Background: an optimization exercise with open tools, aiming at small area, a short achievable clock period and few clock cycles. Do not read the settings as production practice. Function was checked by simulation only, so behaviour that the tests miss may differ from the original.

==> inputs of harbor <==
==> flow/design.v (excerpt) <==
module EC_TOP(clk, rst_n, in_valid, in_Px, in_Py, in_Qx, in_Qy, in_prime, in_a, out_valid, out_Rx, out_Ry);
input  clk;
input  rst_n;
input  in_valid;
input [5:0] in_Px;
input [5:0] in_Py;
input [5:0] in_Qx;
input [5:0] in_Qy;
input [5:0] in_prime;
input [5:0] in_a;
output  out_valid;
output [5:0] out_Rx;
output [5:0] out_Ry;
  ...
Settings: LEC_CHECK=0, CAP_MARGIN=20, CORE_MARGIN=2, CORE_UTILIZATION=55, SLEW_MARGIN=20, SYNTH_HIERARCHICAL=1, SYNTH_MINIMUM_KEEP_SIZE=0; clock period 160.0 ns.
run.sh (not shown) runs the stock make flow with config.mk's settings and CLKGATE_MAP_FILE= SYNTH_SCRIPT=/design/flow/synth_recipe.tcl, a recipe that flattens the netlist after the stock synthesis.
==> quartz: changes against harbor <==
Settings changed: CORE_UTILIZATION 55 to 65, PLACE_DENSITY set to 0.8.
==> impl_metrics.sql <==
INSERT INTO impl_metrics (metric_group, metric, value, unit) VALUES
('status', 'result_of_the_run', 'timing/DRC/antenna clean', ''),
('finish', 'post_route_cells_drive_above_1_share', '3.754', '%'),
('setup_path', 'timing.critical_path.arrival', '27810', 'ps'),
('die', 'row_count', '67', ''),
('global_route', 'grt_pass1_vias', '20420', '');
# the run above: harbor

==> impl_metrics.sql <==
INSERT INTO impl_metrics (metric_group, metric, value, unit) VALUES
('status', 'result_of_the_run', 'timing/DRC/antenna clean', ''),
('setup_path', 'critPathBufInv', '10', ''),
('place', 'place.detailed.hpwl', '42.16', 'mm'),
('finish', 'finish.net_count', '4086', ''),
('global_route', 'grt_pass1_vias', '20100', ''),
('drt', 'detailroute.wirelength.met2', '24.40', 'mm'),
('clocking', 'cts_tree', 'yes', ''),
('finish', 'post_route_cells_drive_above_1_share', '3.706', '%');
# the run above: quartz

Testbench counts of harbor, summed over its fixed seeds: cycles 1,608.
Testbench counts of quartz, summed over its fixed seeds: cycles 1,608.

========
==> run R <==
Another version of the RTL of EC_TOP (not shown whole).
==> module EC_TOP, before the edit <==
module EC_TOP(
    clk, rst_n, in_valid,
    in_Px, in_Py, in_Qx, in_Qy, in_prime, in_a,
    out_valid, out_Rx, out_Ry
);
input clk, rst_n, in_valid;
input [5:0] in_Px, in_Py, in_Qx, in_Qy, in_prime, in_a;
output reg out_valid;
output [5:0] out_Rx, out_Ry;
localparam CUT = 8;
function [5:0] modred;
    input [13:0] x;
    input [5:0]  p;
    input integer rows;
    reg [14:0] r;
    reg [7:0] t;
    integer k;
    begin
        r = {1'b0, x};
        for (k = 7; k >= 0; k = k - 1)
            if (k < rows) begin
                t = {1'b0, r[k +: 7]} - {2'b0, p};
                if (!t[7]) r[k +: 7] = t[6:0];
            end
        modred = r[5:0];
    end
endfunction
function [5:0] modsub;
    input [5:0] x, y, p;
    reg [6:0] d;
    begin
        d = {1'b0, x} - {1'b0, y};
        if (d[6]) d = d + {1'b0, p};
        modsub = d[5:0];
    end
endfunction
function [11:0] square;
    input [5:0] x;
    integer i, j;
    reg [11:0] acc;
    begin
        acc = 12'd0;
        for (i = 0; i < 6; i = i + 1) begin
            acc = acc + ({11'd0, x[i]} << (2 * i));
            for (j = i + 1; j < 6; j = j + 1)
                acc = acc + ({11'd0, x[i] & x[j]} << (i + j + 1));
        end
        square = acc;
    end
endfunction
function [5:0] bound;
    input [5:0] x;
    input integer m;
    integer b;
    begin
        for (b = 0; b < 6; b = b + 1)
            bound[b] = (m >= (1 << b)) ? x[b] : 1'b0;
    end
endfunction
function [5:0] halfsub;
    input [5:0] xa, xb, p;
    reg [6:0] d;
    reg [7:0] t;
    begin
        d = {1'b0, xa} - {1'b0, xb};
        t = {d[6], d} + (d[0] ? {2'b0, p} : d[6] ? {1'b0, p, 1'b0} : 8'd0);
        halfsub = t[6:1];
    end
endfunction
function integer umax;
    input integer i;
    umax = (i == 0) ? 60 : (i < 7) ? 30 : (i == 7) ? 15 : (i == 8) ? 7 : 3;
endfunction
function integer vmax;
    input integer i;
    vmax = (i < 6) ? 61 : (i == 6) ? 29 : (i == 7) ? 9 : (i == 8) ? 5 : 3;
endfunction
wire [5:0] p = in_prime;
wire [5:0] Px = in_Px, Py = in_Py, Qx = in_Qx, Qy = in_Qy, a = in_a;
wire dbl = (Px == Qx);
wire [6:0]  pmx  = {1'b0, p} - {1'b0, Px};
wire [5:0]  h    = (pmx[5:0] < Px) ? pmx[5:0] : Px;
wire [11:0] h2   = square(h);
wire [5:0]  px2m = modred({2'b0, h2}, p, 4);
wire [7:0]  n3   = {2'b0, px2m} + {1'b0, px2m, 1'b0} + {2'b0, a};
wire [5:0]  numd = modred({6'b0, n3}, p, 2);
wire [5:0]  numa = modsub(Qy, Py, p);
wire [6:0]  py2  = {Py, 1'b0};
wire [7:0]  pyd  = {1'b0, py2} - {2'b0, p};
wire [5:0]  dend = pyd[7] ? py2[5:0] : pyd[5:0];
wire [5:0]  dena = modsub(Qx, Px, p);
wire [5:0]  num  = dbl ? numd : numa;
wire [5:0]  den  = dbl ? dend : dena;
function [23:0] step;
    input integer i;
    input [23:0] st;
    input [5:0] p;
    reg [5:0] u, v, x1, x2, xa, xb;
    reg [6:0] du, dv;
    reg swap;
    begin
        u = bound(st[23:18], umax(i));
        v = bound(st[17:12], vmax(i));
        x1 = st[11:6];
        x2 = st[5:0];
        du = {1'b0, u} - {1'b0, v};
        dv = {1'b0, v} - {1'b0, u};
        swap = u[0] & du[6];
        xa = swap ? x2 : x1;
        xb = u[0] ? (swap ? x1 : x2) : 6'd0;
        if (swap) begin
            x2 = x1;
            v = u;
        end
        x1 = halfsub(xa, xb, p);
        u = !u[0] ? u >> 1 : swap ? dv[6:1] : du[6:1];
        step = {u, v, x1, x2};
    end
endfunction
reg [23:0] sta;
integer ia;
always @(*) begin
    sta = {den, p, num, 6'd0};
    for (ia = 0; ia < CUT; ia = ia + 1)
        sta = step(ia, sta, p);
end
reg [23:0] st_r;
reg [5:0] p_r, px_r, py_r;
reg [6:0] cx_r;
always @(posedge clk) begin
    st_r <= sta;
    p_r  <= p;
    px_r <= Px;
    py_r <= Py;
    cx_r <= {p, 1'b0} - {1'b0, Px} - {1'b0, Qx};
end
always @(posedge clk or negedge rst_n) begin
    if (!rst_n) out_valid <= 1'b0;
    else        out_valid <= in_valid;
end
reg [23:0] stb;
integer ib;
always @(*) begin
    stb = st_r;
    for (ib = CUT; ib < 10; ib = ib + 1)
        stb = step(ib, stb, p_r);
end
wire [5:0] s = stb[5:0];
wire [11:0] s2  = square(s);
wire [5:0]  Rx  = modred({2'b0, s2} + {7'b0, cx_r}, p_r, 6);
wire [5:0]  e   = modsub(px_r, Rx, p_r);
wire [11:0] se  = s * e;
wire [5:0]  Ry  = modred({2'b0, se} + {8'b0, p_r} - {8'b0, py_r}, p_r, 6);
assign out_Rx = out_valid ? Rx : 6'd0;
assign out_Ry = out_valid ? Ry : 6'd0;
endmodule
==> flow/config.mk <==
export PLATFORM = sky130hd
export DESIGN_NAME = EC_TOP
export DESIGN_NICKNAME = EC_TOP
export VERILOG_FILES = /design/flow/design.v
export SDC_FILE = /design/flow/constraint.sdc
export NUM_CORES = 4
export LEC_CHECK = 0
export CAP_MARGIN = 20
export CORE_MARGIN = 2
export CORE_UTILIZATION = 55
export SLEW_MARGIN = 20
==> flow/constraint.sdc <==
create_clock -name core_clock -period 160.0 [get_ports {clk}]
set_input_delay 32.0000 -clock core_clock [delete_from_list [all_inputs] [get_ports {clk}]]
set_output_delay 32.0000 -clock core_clock [all_outputs]
set_load 0.01 [all_outputs]
standard.sh (not shown) runs the stock make flow with config.mk's settings and CLKGATE_MAP_FILE= SYNTH_SCRIPT=/design/flow/synth_recipe.tcl, a recipe that flattens the netlist after the stock synthesis.
==> flow/flow/run.sh <==
#!/bin/bash
# Own layout flow: the standard ORFS flow, with a different synthesis mapping:
#  - no full-adder cell extraction (adders stay plain gates for abc),
#  - abc with flow/abc.script: &deepsyn restructuring, then an area-oriented map with a delay target.
#  - every input and output port still gets a buffer, but a sky130_fd_sc_hd__buf_1
#    instead of the delay buffer buffer_ports picks by default.
# Registers, their names and everything else are as in the standard flow.
set -euo pipefail
W=$(pwd)
mkdir -p "$W/mysynth"
python3 - "$FLOW_HOME/scripts/synth.tcl" "$W/mysynth/synth.tcl" "$W/flow/abc.script" <<'PY'
import sys
src, dst, abc = sys.argv[1:]
s = open(src).read()
old = "  log_cmd abc {*}$abc_args\n"
assert s.count(old) == 1
s = s.replace(old, "  set abc_args [lreplace $abc_args 1 1 %s]\n%s" % (abc, old))
open(dst, "w").write(s)
PY
bash standard.sh SYNTH_SCRIPT="$W/flow/my_synth.tcl" MY_SYNTH_TCL="$W/mysynth/synth.tcl" \
    ADDER_MAP_FILE= BUFFER_PORTS_ARGS="-buffer_cell sky130_fd_sc_hd__buf_1" finish > "$W/flow_make.log" 2>&1
==> flow/flow/abc.script <==
strash
ifraig
scorr
dc2
dretime
strash
&get -n
&deepsyn -T 120
&put
dch -f
map -D 40000 -B 0.9
strash
dch -f
map -D 40000 -B 0.9
topo
stime -c
buffer -c
upsize -c -D 40000
dnsize -c -D 40000
==> flow/flow/my_synth.tcl <==
# The standard flow's synthesis wrapper (synth_recipe.tcl), sourcing a copy of ORFS's synth.tcl
# whose abc call uses flow/abc.script (see run.sh).
proc synth {args} { yosys synth -nofsm -noshare {*}$args }
source $::env(MY_SYNTH_TCL)
# left out here: clear keep_hierarchy, flatten, clean up, hide names made inside functions, write 1_2_yosys.v
==> inputs of run P, as changes to run R <==
==> flow/design.v (replaced) <==
module EC_TOP(
    clk, rst_n, in_valid,
    in_Px, in_Py, in_Qx, in_Qy, in_prime, in_a,
    out_valid, out_Rx, out_Ry
);
input clk, rst_n, in_valid;
input [5:0] in_Px, in_Py, in_Qx, in_Qy, in_prime, in_a;
output reg out_valid;
output reg [5:0] out_Rx, out_Ry;
wire [5:0] p = in_prime;
wire [5:0] Px = in_Px, Py = in_Py, Qx = in_Qx, Qy = in_Qy, a = in_a;
function [5:0] modred;
    input [13:0] x;
    input [5:0]  p;
    input integer rows;
    reg [14:0] r;
    integer k;
    begin
        r = {1'b0, x};
        for (k = 7; k >= 0; k = k - 1)
            if (k < rows && r[k +: 7] >= {1'b0, p})
                r[k +: 7] = r[k +: 7] - {1'b0, p};
        modred = r[5:0];
    end
endfunction
function [5:0] modsub;
    input [5:0] x, y, p;
    reg [6:0] d;
    begin
        d = {1'b0, x} - {1'b0, y};
        if (d[6]) d = d + {1'b0, p};
        modsub = d[5:0];
    end
endfunction
function [5:0] half;
    input [5:0] x, p;
    reg [6:0] t;
    begin
        t = x[0] ? {1'b0, x} + {1'b0, p} : {1'b0, x};
        half = t[6:1];
    end
endfunction
wire dbl = (Px == Qx);
wire [11:0] px2  = Px * Px;
wire [5:0]  px2m = modred({2'b0, px2}, p, 6);
wire [7:0]  n3   = {2'b0, px2m} + {1'b0, px2m, 1'b0} + {2'b0, a};
wire [5:0]  numd = modred({6'b0, n3}, p, 2);
wire [5:0]  numa = modsub(Qy, Py, p);
wire [6:0]  py2  = {Py, 1'b0};
wire [5:0]  dend = (py2 >= {1'b0, p}) ? py2 - {1'b0, p} : py2[5:0];
wire [5:0]  dena = modsub(Qx, Px, p);
wire [5:0]  num  = dbl ? numd : numa;
wire [5:0]  den  = dbl ? dend : dena;
function [5:0] bound;
    input [5:0] x;
    input integer m;
    integer b;
    begin
        for (b = 0; b < 6; b = b + 1)
            bound[b] = (m >= (1 << b)) ? x[b] : 1'b0;
    end
endfunction
function [5:0] halfsub;
    input [5:0] xa, xb, p;
    reg [6:0] d;
    reg [7:0] t;
    begin
        d = {1'b0, xa} - {1'b0, xb};
        t = {d[6], d} + (d[0] ? {2'b0, p} : d[6] ? {1'b0, p, 1'b0} : 8'd0);
        halfsub = t[6:1];
    end
endfunction
reg [5:0] u, v, x1, x2, xa, xb;
reg [6:0] du;
reg swap;
integer i;
always @(*) begin
    u = den; v = p; x1 = num; x2 = 6'd0;
    for (i = 0; i < 10; i = i + 1) begin
        u = bound(u, (i == 0) ? 60 : (i < 7) ? 30 : (i == 7) ? 15 : (i == 8) ? 7 : 3);
        v = bound(v, (i < 6) ? 61 : (i == 6) ? 29 : (i == 7) ? 9 : (i == 8) ? 5 : 3);
        du = {1'b0, u} - {1'b0, v};
        swap = u[0] & du[6];
        xa = swap ? x2 : x1;
        xb = u[0] ? (swap ? x1 : x2) : 6'd0;
        if (swap) begin
            x2 = x1;
            v = u;
        end
        x1 = halfsub(xa, xb, p);
        u = !u[0] ? u >> 1 : swap ? (~du[5:0] + 6'd1) >> 1 : du[6:1];
    end
end
wire [5:0] s = x2;
wire [11:0] s2  = s * s;
wire [6:0]  cx  = {p, 1'b0} - {1'b0, Px} - {1'b0, Qx};
wire [5:0]  Rx  = modred({2'b0, s2} + {7'b0, cx}, p, 6);
wire [6:0]  e   = {1'b0, Px} + {1'b0, p} - {1'b0, Rx};
wire [12:0] se  = s * e;
wire [5:0]  Ry  = modred({1'b0, se} + {8'b0, p} - {8'b0, Py}, p, 7);
always @(posedge clk or negedge rst_n) begin
    if (!rst_n) begin
        out_valid <= 1'b0;
        out_Rx <= 6'd0;
        out_Ry <= 6'd0;
    end else begin
        out_valid <= in_valid;
        out_Rx <= in_valid ? Rx : 6'd0;
        out_Ry <= in_valid ? Ry : 6'd0;
    end
end
endmodule
==> flow/flow/run.sh (replaced) <==
#!/bin/bash
# Own layout flow: the standard ORFS flow, with a different synthesis mapping:
#  - ripple-carry adders (no Kogge-Stone extra map, no full-adder cell extraction),
#  - abc technology mapping with flow/abc.script (area-oriented map with a delay target).
# Registers, their names and everything after synthesis are as in the standard flow.
set -euo pipefail
W=$(pwd)
mkdir -p "$W/mysynth"
python3 - "$FLOW_HOME/scripts/synth.tcl" "$W/mysynth/synth.tcl" "$W/flow/abc.script" <<'PY'
import sys
src, dst, abc = sys.argv[1:]
s = open(src).read()
old = "  log_cmd abc {*}$abc_args\n"
assert s.count(old) == 1
s = s.replace(old, "  set abc_args [lreplace $abc_args 1 1 %s]\n%s" % (abc, old))
open(dst, "w").write(s)
PY
bash standard.sh SYNTH_SCRIPT="$W/flow/my_synth.tcl" MY_SYNTH_TCL="$W/mysynth/synth.tcl" \
    SYNTH_OPERATIONS_ARGS=-nofsm ADDER_MAP_FILE= finish > "$W/flow_make.log" 2>&1
==> flow/flow/abc.script (replaced) <==
strash
dch
map -D 70000 -B 0.9
topo
stime -c
buffer -c
upsize -c -D 70000
dnsize -c -D 70000
CORE_UTILIZATION = 30   (was 55)
==> inputs of run B, as changes to run R <==
--- a/flow/design.v
+++ b/flow/design.v
@@ -8,5 +8,5 @@
 output reg out_valid;
 output [5:0] out_Rx, out_Ry;
-localparam CUT = 8;
+localparam CUT = 7;
 function [5:0] modred;
     input [13:0] x;
@@ -79,8 +79,6 @@
 wire [5:0] Px = in_Px, Py = in_Py, Qx = in_Qx, Qy = in_Qy, a = in_a;
 wire dbl = (Px == Qx);
-wire [6:0]  pmx  = {1'b0, p} - {1'b0, Px};
-wire [5:0]  h    = (pmx[5:0] < Px) ? pmx[5:0] : Px;
-wire [11:0] h2   = square(h);
-wire [5:0]  px2m = modred({2'b0, h2}, p, 4);
+wire [11:0] px2  = square(Px);
+wire [5:0]  px2m = modred({2'b0, px2}, p, 6);
 wire [7:0]  n3   = {2'b0, px2m} + {1'b0, px2m, 1'b0} + {2'b0, a};
 wire [5:0]  numd = modred({6'b0, n3}, p, 2);
@@ -149,7 +147,7 @@
 wire [11:0] s2  = square(s);
 wire [5:0]  Rx  = modred({2'b0, s2} + {7'b0, cx_r}, p_r, 6);
-wire [5:0]  e   = modsub(px_r, Rx, p_r);
-wire [11:0] se  = s * e;
-wire [5:0]  Ry  = modred({2'b0, se} + {8'b0, p_r} - {8'b0, py_r}, p_r, 6);
+wire [6:0]  e   = {1'b0, px_r} + {1'b0, p_r} - {1'b0, Rx};
+wire [12:0] se  = s * e;
+wire [5:0]  Ry  = modred({1'b0, se} + {8'b0, p_r} - {8'b0, py_r}, p_r, 7);
 assign out_Rx = out_valid ? Rx : 6'd0;
 assign out_Ry = out_valid ? Ry : 6'd0;
==> flow/flow/run.sh (replaced) <==
#!/bin/bash
# Own layout flow: the standard ORFS flow, with a different synthesis mapping:
#  - ripple-carry adders (no Kogge-Stone extra map, no full-adder cell extraction),
#  - abc technology mapping with flow/abc.script (area-oriented map with a delay target).
# Registers, their names and everything after synthesis are as in the standard flow.
set -euo pipefail
W=$(pwd)
mkdir -p "$W/mysynth"
python3 - "$FLOW_HOME/scripts/synth.tcl" "$W/mysynth/synth.tcl" "$W/flow/abc.script" <<'PY'
import sys
src, dst, abc = sys.argv[1:]
s = open(src).read()
old = "  log_cmd abc {*}$abc_args\n"
assert s.count(old) == 1
s = s.replace(old, "  set abc_args [lreplace $abc_args 1 1 %s]\n%s" % (abc, old))
open(dst, "w").write(s)
PY
bash standard.sh SYNTH_SCRIPT="$W/flow/my_synth.tcl" MY_SYNTH_TCL="$W/mysynth/synth.tcl" \
    SYNTH_OPERATIONS_ARGS=-nofsm ADDER_MAP_FILE= finish > "$W/flow_make.log" 2>&1
==> flow/flow/abc.script (replaced) <==
strash
balance
rewrite
refactor
balance
rewrite
rewrite -z
balance
refactor -z
rewrite -z
balance
ifraig
scorr
dc2
dretime
strash
dch -f
map -D 30000 -B 0.9
topo
stime -c
buffer -c
upsize -c -D 30000
dnsize -c -D 30000
==> comparison table <==
Status: run B complete, no violations; run P complete, no violations; run R complete, no violations
Routed wire length: run B 55900 um; run P 66900 um; run R 52000 um
Global-route wire length before repair: run B 93600 um; run P 112000 um; run R 86400 um
# nets final: run B 4188; run P 4648; run R 3639
FF+latch count: run B 46; run P 13; run R 44
Worst Setup Slack, final: run B 99.03 ns; run P 77.03 ns; run R 101.74 ns
Number of antenna violations at the first check in global routing: run B 0; run P 0; run R 7
Multiplexer fraction of the synthesized cell area: run B 0%; run P 0.103%; run R 0%
Critical path required time: run B 128.00 ns; run P 160.17 ns; run R 160.20 ns
Maximum number of pins on one net before global-route repair: run B 35; run P 50; run R 39
Max_slew headroom: run B 39.3%; run P 39.4%; run R 37.1%
#FFs+latches synth: run B 46; run P 13; run R 44
Critical path depth: run B 224; run P 388; run R 211
Number of signal-net buffers in the layout: run B 78; run P 71; run R 71
Full die area: run B 0.0365 sq mm; run P 0.0709 sq mm; run R 0.0324 sq mm
Period minus WS final: run B 60.97 ns; run P 82.97 ns; run R 58.26 ns
Layout buffering overhead excluding clock cells: run B 3.50%; run P 2.88%; run R 1.93%
End-of-flow core utilization: run B 58.9%; run P 32.3%; run R 58.2%
Detail Route met2 WL: run B 24900 um; run P 30200 um; run R 24300 um
Number of buffers inserted during clock tree synthesis: run B 5; run P 3; run R 5
Share of async-settable or async-resettable flops after synthesis: run B 2.17%; run P 100%; run R 2.27%
Worst hold slack after final layout: run B 31.83 ns; run P 32.14 ns; run R 31.45 ns
Testbench counts of run R, summed over its fixed seeds: cycles 1,608.
Testbench counts of run P, summed over its fixed seeds: cycles 1,608.
Testbench counts of run B, summed over its fixed seeds: cycles 1,608.

==> re-timing with driven ports <==
The results above use ideal ports. As a check the final layouts listed here were re-extracted and re-timed, cells and wires unchanged. Step 1 assumes that a clkbuf_16 drives the clock port and a buf_2 every other input. Step 2 adds t to the input delays and takes it off the output delays; t is the mean of the earliest and latest rising clock arrival at the registers after step 1. Input paths then give back, and output paths get back, about the clock's delay inside the block. Slacks: ideal ports / drivers / drivers and shift; pairs: ideal ports / drivers.
run	t (ns)	slack for setup (ns)	latest minus earliest clock arrival (ns)	pins driven straight from the clock port
harbor	0.353	100.185 / 100.137 / 100.490	0.006 / 0.006	1
quartz	0.343	99.987 / 99.945 / 100.287	0.014 / 0.013	1
run R	0.340	101.737 / 101.758 / 101.418	0.013 / 0.014	1
run P	0.263	77.032 / 77.030 / 76.767	0.002 / 0.002	1
run B	0.344	99.027 / 98.982 / 99.326	0.012 / 0.012	1
After both steps setup and hold are still met in every run listed. For run R, which loses most, drivers alone change the setup slack by +0.021 ns; drivers and shift together by -0.319 ns.
